What follows belongs to an exercise in optimizing a design on an open flow for small area; a production flow would make more cautious choices. At most, simulation tests tie the RTL to the original design; equivalence was not proved. No activity file was given, so power comes from the tool's default toggle rates. No driver is modelled on the clock port, so clocking that relies on it looks cheaper here than on a real chip.

## hdmi
module hdmi
#(parameter FREQ=25200000, FS=48000, CTS=25200, N=6144)
 (
   input        I_CLK_PIXEL,
   input        I_RESET,      
   input [7:0]  I_R,
   input [7:0]  I_G,
   input [7:0]  I_B,
   input        I_BLANK,
   input        I_HSYNC,
   input        I_VSYNC,
   input        I_ASPECT_169,
   input        I_AUDIO_ENABLE,
   input [15:0] I_AUDIO_PCM_L,
   input [15:0] I_AUDIO_PCM_R,
   output [9:0] O_RED,    
   output [9:0] O_GREEN,  
   output [9:0] O_BLUE    
);
   wire [9:0]   red;
   wire [9:0]   green;
   wire [9:0]   blue;
   wire [9:0]   enc0out;
   wire [9:0]   enc1out;
   wire [9:0]   enc2out;
   wire         dataNext;
   wire [1:0]   dataPacket0Next;
   wire [3:0]   dataPacket1Next;
   wire [3:0]   dataPacket2Next;
   wire [24:0]  videoOut;       
   wire [1:0]   syncOut11;      
   wire [1:0]   syncOut12;      
   wire [10:0]  dataLineOut;    
   wire [10:0]  dataLine1;      
   wire         data;
   wire [7:0]   ROut;
   wire [7:0]   GOut;
   wire [7:0]   BOut;
   wire         vdeOut;
   wire         dataOut;
   wire [1:0]   vhSyncOut;
   wire         prevBlank;
   reg          prevData;
   wire [3:0]   dataPacket0Out;
   wire [3:0]   dataPacket1Out;
   wire [3:0]   dataPacket2Out;
   reg          ctl0;
   reg          ctl2;
   reg [2:0]    state;
   reg [3:0]    clockCounter;
   hdmi_delay_line #(.G_WIDTH(25), .G_DEPTH(11)) video_line
     (.i_clk(I_CLK_PIXEL), .i_d({I_R, I_G, I_B, !I_BLANK}), .o_q(videoOut));
   hdmi_delay_line #(.G_WIDTH(2), .G_DEPTH(11)) sync_line
     (.i_clk(I_CLK_PIXEL), .i_d({I_VSYNC, I_HSYNC}), .o_q(syncOut11));
   hdmi_delay_line #(.G_WIDTH(2), .G_DEPTH(1)) sync_line2
     (.i_clk(I_CLK_PIXEL), .i_d(syncOut11), .o_q(syncOut12));
   hdmi_delay_line #(.G_WIDTH(11), .G_DEPTH(1)) data_line1
     (.i_clk(I_CLK_PIXEL), .i_d({dataNext, dataPacket0Next, dataPacket1Next, dataPacket2Next}), .o_q(dataLine1));
   hdmi_delay_line #(.G_WIDTH(11), .G_DEPTH(11)) data_line
     (.i_clk(I_CLK_PIXEL), .i_d(dataLine1), .o_q(dataLineOut));
   assign ROut = videoOut[24:17];
   assign GOut = videoOut[16:9];
   assign BOut = videoOut[8:1];
   assign vdeOut = videoOut[0];
   assign vhSyncOut = syncOut11;
   assign data = dataLine1[10];
   assign dataOut = dataLineOut[10];
  ...
Size: ~2200 cells after synthesis, about 790 flip-flops, roughly 93 I/O pins.
make LEC_CHECK=0 CAP_MARGIN=20 CORE_MARGIN=2 CORE_UTILIZATION=50 CTS_BUF_LIST=sky130_fd_sc_hd__clkbuf_16 CTS_CLUSTER_DIAMETER=100 CTS_CLUSTER_SIZE=30 SLEW_MARGIN=20 finish   # period 10.0 ns
run.sh (not shown) runs the stock make flow with config.mk's settings and CLKGATE_MAP_FILE= SYNTH_SCRIPT=/design/flow/synth_recipe.tcl, a recipe that flattens the netlist after the stock synthesis.
Rerun with:
==> flow/flow/run.sh (new file) <==
#!/bin/bash
# The standard layout (standard.sh: the standard flow's synthesis, floorplan, power grid,
# placement, CTS and routing), with two settings passed to ORFS:
#  - port buffers use the smallest buffer cell;
#  - clock tree synthesis without dummy loads.
# make's full output goes to standard.log in the work folder.
set -euo pipefail
export BUFFER_PORTS_ARGS="-buffer_cell sky130_fd_sc_hd__buf_1"
export CTS_ARGS="-sink_clustering_enable -repair_clock_nets -sink_clustering_size 30 -sink_clustering_max_diameter 100 -buf_list sky130_fd_sc_hd__clkbuf_16 -dont_use_dummy_load"
bash standard.sh > standard.log 2>&1
==> flow/standard.sh (new file) <==
#!/bin/bash
# synth_recipe.tcl (not shown) runs the flow's synth.tcl, then flattens the netlist and writes it again
# the make line also repeats each setting of config.mk as NAME=value (left out here)
make -C /OpenROAD-flow-scripts/flow DESIGN_CONFIG=/design/flow/config.mk WORK_HOME=/design/flow/orfs CLKGATE_MAP_FILE= SYNTH_SCRIPT=/design/flow/synth_recipe.tcl "${@:-finish}"
removed: flow/run.sh
After rerunning: Global-route usage is lower by 0.28 points; cell count drops by about 0.8%; hold slack degrades by 0.011 ns; routed wire length drops by 1.6%; sequential cell count is unchanged; die area does not change; cell area went down by 2.4%.
Rerun with:
==> flow/run.sh (new file) <==
#!/bin/bash
# synth_recipe.tcl (not shown) runs the flow's synth.tcl, then flattens the netlist and writes it again
# the make line also repeats each setting of config.mk as NAME=value (left out here)
make -C /OpenROAD-flow-scripts/flow DESIGN_CONFIG=/design/flow/config.mk WORK_HOME=/design/flow/orfs CLKGATE_MAP_FILE= SYNTH_SCRIPT=/design/flow/synth_recipe.tcl finish
- CORE_UTILIZATION: 50 -> 65
- CTS_CLUSTER_SIZE: 30 -> 34
- PLACE_DENSITY: not set -> 0.75
removed: flow/flow/run.sh
removed: flow/standard.sh
The changed run ran to the end with no violations.
Synthesized area does not change.
Critical path depth stays the same.
Routed wire length is lower by 0.43%.
Design area grows by 1.2%.
Synthesized cell count is unchanged.


Another version of the RTL of hdmi (not shown whole).
Size in the first run: roughly 2200 cells after synthesis, about 790 flip-flops, ~27000 sq um of cells after synthesis.
clock: 10.0 ns
lec_check: 0
cap_margin: 20
core_margin: 2
core_utilization: 75
place_density: 0.85
slew_margin: 20
standard.sh (not shown) runs the stock make flow with config.mk's settings and CLKGATE_MAP_FILE= SYNTH_SCRIPT=/design/flow/synth_recipe.tcl, a recipe that flattens the netlist after the stock synthesis.
==> flow/flow/run.sh <==
#!/bin/bash
# The standard layout (standard.sh: the standard flow's synthesis, floorplan, power grid,
# placement, CTS and routing), with two settings passed to ORFS:
#  - port buffers use the smallest buffer cell;
#  - clock tree synthesis without dummy loads.
# make's full output goes to standard.log in the work folder.
set -euo pipefail
export BUFFER_PORTS_ARGS="-buffer_cell sky130_fd_sc_hd__buf_1"
export CTS_ARGS="-sink_clustering_enable -repair_clock_nets -sink_clustering_size 30 -sink_clustering_max_diameter 100 -buf_list sky130_fd_sc_hd__clkbuf_16 -dont_use_dummy_load"
bash standard.sh > standard.log 2>&1
Edit:
CORE_UTILIZATION = 65   (was 75)
PLACE_DENSITY = 0.75   (was 0.85)
After rerunning: The changed run ran to the end with no violations; setup slack is worse by 0.072 ns; die area rises by 15%; routed wire length falls by 12%; global-route usage falls by 6.2 points; design area rises by 0.43%; clock power is about the same; register-to-register slack is worse by 0.07 ns.


== quartz ==
hdmi, a different RTL version from the one above (not shown whole).
Size: about 2,400 cells after synthesis, roughly 93 I/O pins, ~25,000 sq um of cells after synthesis.
export LEC_CHECK = 0
export CAP_MARGIN = 20
export CORE_MARGIN = 2
export CORE_UTILIZATION = 65
export PLACE_DENSITY = 0.75
export SLEW_MARGIN = 20
create_clock -name core_clock -period 10.0 [get_ports {I_CLK_PIXEL}]
==> flow/flow/run.sh <==
#!/bin/bash
# The standard layout (standard.sh), with three changes:
#  - after the standard synthesis, its combinational logic is mapped again for
#    area (flow/reopt.tcl; registers, their cells and names are unchanged);
#  - port buffers use the smallest buffer cell;
#  - clock tree synthesis without dummy loads.
# Each tool's full output goes to a log in the work folder: synth.log (standard
# synthesis), reopt.log (re-mapping), standard.log (the rest of the layout).
set -euo pipefail
export BUFFER_PORTS_ARGS="-buffer_cell sky130_fd_sc_hd__buf_1"
export CTS_ARGS="-sink_clustering_enable -repair_clock_nets -sink_clustering_size 30 -sink_clustering_max_diameter 100 -buf_list sky130_fd_sc_hd__clkbuf_16 -dont_use_dummy_load"
bash standard.sh synth > synth.log 2>&1
results="orfs/results/${FLOW_PLATFORM}/hdmi/base"
yosys_exe="$(command -v yosys || echo "${FLOW_HOME}/../tools/install/yosys/bin/yosys")"
cp "${results}/1_2_yosys.v" standard_synth.v
REOPT_LIB="${FLOW_HOME}/platforms/${FLOW_PLATFORM}/lib/sky130_fd_sc_hd__tt_025C_1v80.lib" \
REOPT_NETLIST="$PWD/${results}/1_2_yosys.v" REOPT_TOP="${FLOW_TOP}" \
   "${yosys_exe}" -c flow/reopt.tcl > reopt.log 2>&1
# the netlist is now newer than 1_synth.odb, so make redoes that step first
bash standard.sh finish > standard.log 2>&1
==> flow/flow/reopt.tcl <==
# Re-map the combinational logic of the standard synthesis netlist for area
# (ABC area mapping). The registers are kept as they are: the same cells with
# the same instance names. Run by run.sh as: yosys -c reopt.tcl
# Environment: REOPT_LIB (liberty file), REOPT_NETLIST (netlist, rewritten in
# place), REOPT_TOP (top module).
set lib $::env(REOPT_LIB)
set netlist $::env(REOPT_NETLIST)
set top $::env(REOPT_TOP)

# the platform's don't-use cells (probe and lpflow cells)
set f [open $lib r]
set text [read $f]
close $f
set dont_use {}
foreach {m name} [regexp -all -inline {cell \("?(sky130_fd_sc_hd__(?:lpflow|probe)\w*)"?\)} $text] {
   lappend dont_use -dont_use $name
}

puts "reopt: [expr {[llength $dont_use] / 2}] dont-use cells"
yosys read_liberty -ignore_miss_func $lib
yosys read_verilog $netlist
yosys hierarchy -top $top
# registers stay cell instances; every other cell becomes its logic function
yosys setattr -mod -set keep_hierarchy 1 {sky130_fd_sc_hd__*df*} {sky130_fd_sc_hd__*dl*}
yosys flatten
yosys opt_clean
yosys techmap
yosys opt -fast
yosys abc -liberty $lib {*}$dont_use -script "+strash;&get -n;&deepsyn -T 60;&put;dch;map -a;topo"
yosys opt_clean -purge
yosys setundef -zero
yosys splitnets
yosys opt_clean -purge
yosys hilomap -singleton -hicell sky130_fd_sc_hd__conb_1 HI -locell sky130_fd_sc_hd__conb_1 LO
yosys insbuf -buf sky130_fd_sc_hd__buf_4 A X
yosys select $top
yosys tee -o reopt_stat.txt stat -liberty $lib
yosys write_verilog -noattr -nohex -nodec -selected $netlist
--- input diff quartz..fjord ---
--- a/flow/flow/reopt.tcl
+++ b/flow/flow/reopt.tcl
@@ -27,5 +27,5 @@
 yosys techmap
 yosys opt -fast
-yosys abc -liberty $lib {*}$dont_use -script "+strash;&get -n;&deepsyn -T 60;&put;dch;map -a;topo"
+yosys abc -liberty $lib {*}$dont_use -script "+strash;&get -n;&deepsyn -T 60;&dch;&nf -R 1000 -p;&put;topo"
 yosys opt_clean -purge
 yosys setundef -zero
==> run notes <==
- fjord went all the way through the flow, and no timing, DRC or antenna check failed.
- Compared with quartz, fjord instantiates a smaller number of standard cells.
- fjord falls short of quartz in tightest slew margin relative to the limit.
- For post-route fraction of the period consumed by the critical path, fjord and quartz come out practically identical.
- Compared to quartz, fjord has sequential fraction of total cell area 0.81 points higher.
- Per the comparison of fjord with quartz, clock power flat, count of plain and timing-repair buffers went up 3, routed wire length per instance has increased.
Setup changes, fjord to violet
--- a/flow/flow/reopt.tcl
+++ b/flow/flow/reopt.tcl
@@ -27,5 +27,5 @@
 yosys techmap
 yosys opt -fast
-yosys abc -liberty $lib {*}$dont_use -script "+strash;&get -n;&deepsyn -T 60;&dch;&nf -R 1000 -p;&put;topo"
+yosys abc -liberty $lib {*}$dont_use -script "+strash;&get -n;&deepsyn -T 60;&dch -f;&nf -R 1000 -p -F 8 -C 32;&put;topo"
 yosys opt_clean -purge
 yosys setundef -zero
### Flow results
violet: final area lower than fjord
Maximum frequency ended up 0.88 MHz higher on violet than on fjord.
violet against fjord: multi-input logic cell count shows a reduction of about 2.6%, gate count after technology mapping went down about 1.3%, net switching power figure decreased by 1.5% relative to the old numbers, multi-input combinational area share went down 0.33 points.
What tundra does differently from violet at the input level:
--- a/flow/flow/reopt.tcl
+++ b/flow/flow/reopt.tcl
@@ -27,5 +27,5 @@
 yosys techmap
 yosys opt -fast
-yosys abc -liberty $lib {*}$dont_use -script "+strash;&get -n;&deepsyn -T 60;&dch -f;&nf -R 1000 -p -F 8 -C 32;&put;topo"
+yosys abc -liberty $lib {*}$dont_use -script "+strash;dc2;dch;map -a;topo"
 yosys opt_clean -purge
 yosys setundef -zero
Results
NOTE post-place instance area violet->tundra increased by a few percent. Summary of tundra over violet: met3 global-route usage grew by 0.41 points, multi-input gate area in the final layout shrank by about 3%, buffers inserted during post-CTS setup optimization held steady. Count of inverters not on the clock network in the layout, tundra and violet, lower one = violet. On register clock-pin slew on the reported worst setup and hold paths, violet tracks tundra almost exactly.


== run a ==
Another version of the RTL of hdmi (not shown whole).
Size: ~790 flip-flops, roughly 29000 um^2 of cells after synthesis.
export LEC_CHECK = 0
export CAP_MARGIN = 20
export CORE_MARGIN = 2
export CORE_UTILIZATION = 50
export CTS_BUF_LIST = sky130_fd_sc_hd__clkbuf_8
export CTS_CLUSTER_DIAMETER = 60
export CTS_CLUSTER_SIZE = 20
export SLEW_MARGIN = 20
create_clock -name core_clock -period 10.0 [get_ports {I_CLK_PIXEL}]
run.sh (not shown) runs the stock make flow with config.mk's settings and CLKGATE_MAP_FILE= SYNTH_SCRIPT=/design/flow/synth_recipe.tcl, a recipe that flattens the netlist after the stock synthesis.
Stock flow here: none of the scripts above is used.
Edits applied to the flow inputs when going from run a to run b:
# run a
export LEC_CHECK = 0
export CAP_MARGIN = 20
export CORE_MARGIN = 2
export CORE_UTILIZATION = 50
export CTS_BUF_LIST = sky130_fd_sc_hd__clkbuf_8
export CTS_CLUSTER_DIAMETER = 60
export CTS_CLUSTER_SIZE = 20
export SLEW_MARGIN = 20
create_clock -name core_clock -period 10.0 [get_ports {I_CLK_PIXEL}]
# run b
export LEC_CHECK = 0
export CAP_MARGIN = 20
export CORE_MARGIN = 2
export CORE_UTILIZATION = 50
export CTS_BUF_LIST = sky130_fd_sc_hd__clkbuf_16
export CTS_CLUSTER_DIAMETER = 100
export CTS_CLUSTER_SIZE = 30
export SLEW_MARGIN = 20
create_clock -name core_clock -period 10.0 [get_ports {I_CLK_PIXEL}]
[summary]
Compare run a and run b | fraction of layout instances using a drive strength above 1 higher: run a
Delta (run b minus run a): fraction of power consumed by sequential logic stayed essentially flat, via count shrank by about 0.8%, cell-internal power up 0.44%.
Function was not checked in any run of this note: the RTL went through the layout flow alone.

## port drivers added, routing unchanged
Ports are ideal in the flow. The routed layouts listed here were re-timed in OpenROAD.
Step 1 assumes that a clkbuf_16 drives the clock port and a buf_2 every other input.
Step 2 also shifts input and output timing later by t, the mid clock arrival at the registers, as if the neighbouring blocks saw the same clock.
Three values: ideal, step 1, step 2; two values: the first two.
| run | t, ns | setup WS [ns] | latest minus earliest clock arrival (ns) | slew at the worst register clock pin (ns) |
|---|---|---|---|---|
| the first run of note 1 | 0.693 | 2.474 / 2.474 / 2.474 | 0.021 / 0.021 | 0.11 / 0.11 |
| the second run of note 1 | 0.666 | 2.474 / 2.474 / 2.474 | 0.049 / 0.050 | 0.12 / 0.12 |
| the third run of note 1 | 0.650 | 2.448 / 2.448 / 2.448 | 0.036 / 0.036 | 0.12 / 0.12 |
| the first run of note 2 | 0.658 | 2.491 / 2.491 / 2.491 | 0.110 / 0.110 | 0.12 / 0.12 |
| the second run of note 2 | 0.647 | 2.419 / 2.419 / 2.419 | 0.074 / 0.074 | 0.11 / 0.11 |
| quartz | 0.644 | 4.070 / 4.070 / 4.070 | 0.056 / 0.056 | 0.12 / 0.12 |
| fjord | 0.629 | 4.069 / 4.069 / 4.069 | 0.061 / 0.061 | 0.12 / 0.12 |
| violet | 0.634 | 4.100 / 4.100 / 4.100 | 0.069 / 0.070 | 0.12 / 0.12 |
| tundra | 0.642 | 4.129 / 4.073 / 3.679 | 0.051 / 0.050 | 0.11 / 0.11 |
| run a | 0.714 | 0.999 / 0.999 / 0.999 | 0.036 / 0.036 | 0.12 / 0.12 |
| run b | 0.637 | 1.003 / 1.003 / 1.003 | 0.041 / 0.041 | 0.12 / 0.12 |
After both steps every run listed still meets setup and hold. The setup slack of tundra, which loses most, moves by -0.056 ns with the drivers and by -0.450 ns with both steps.
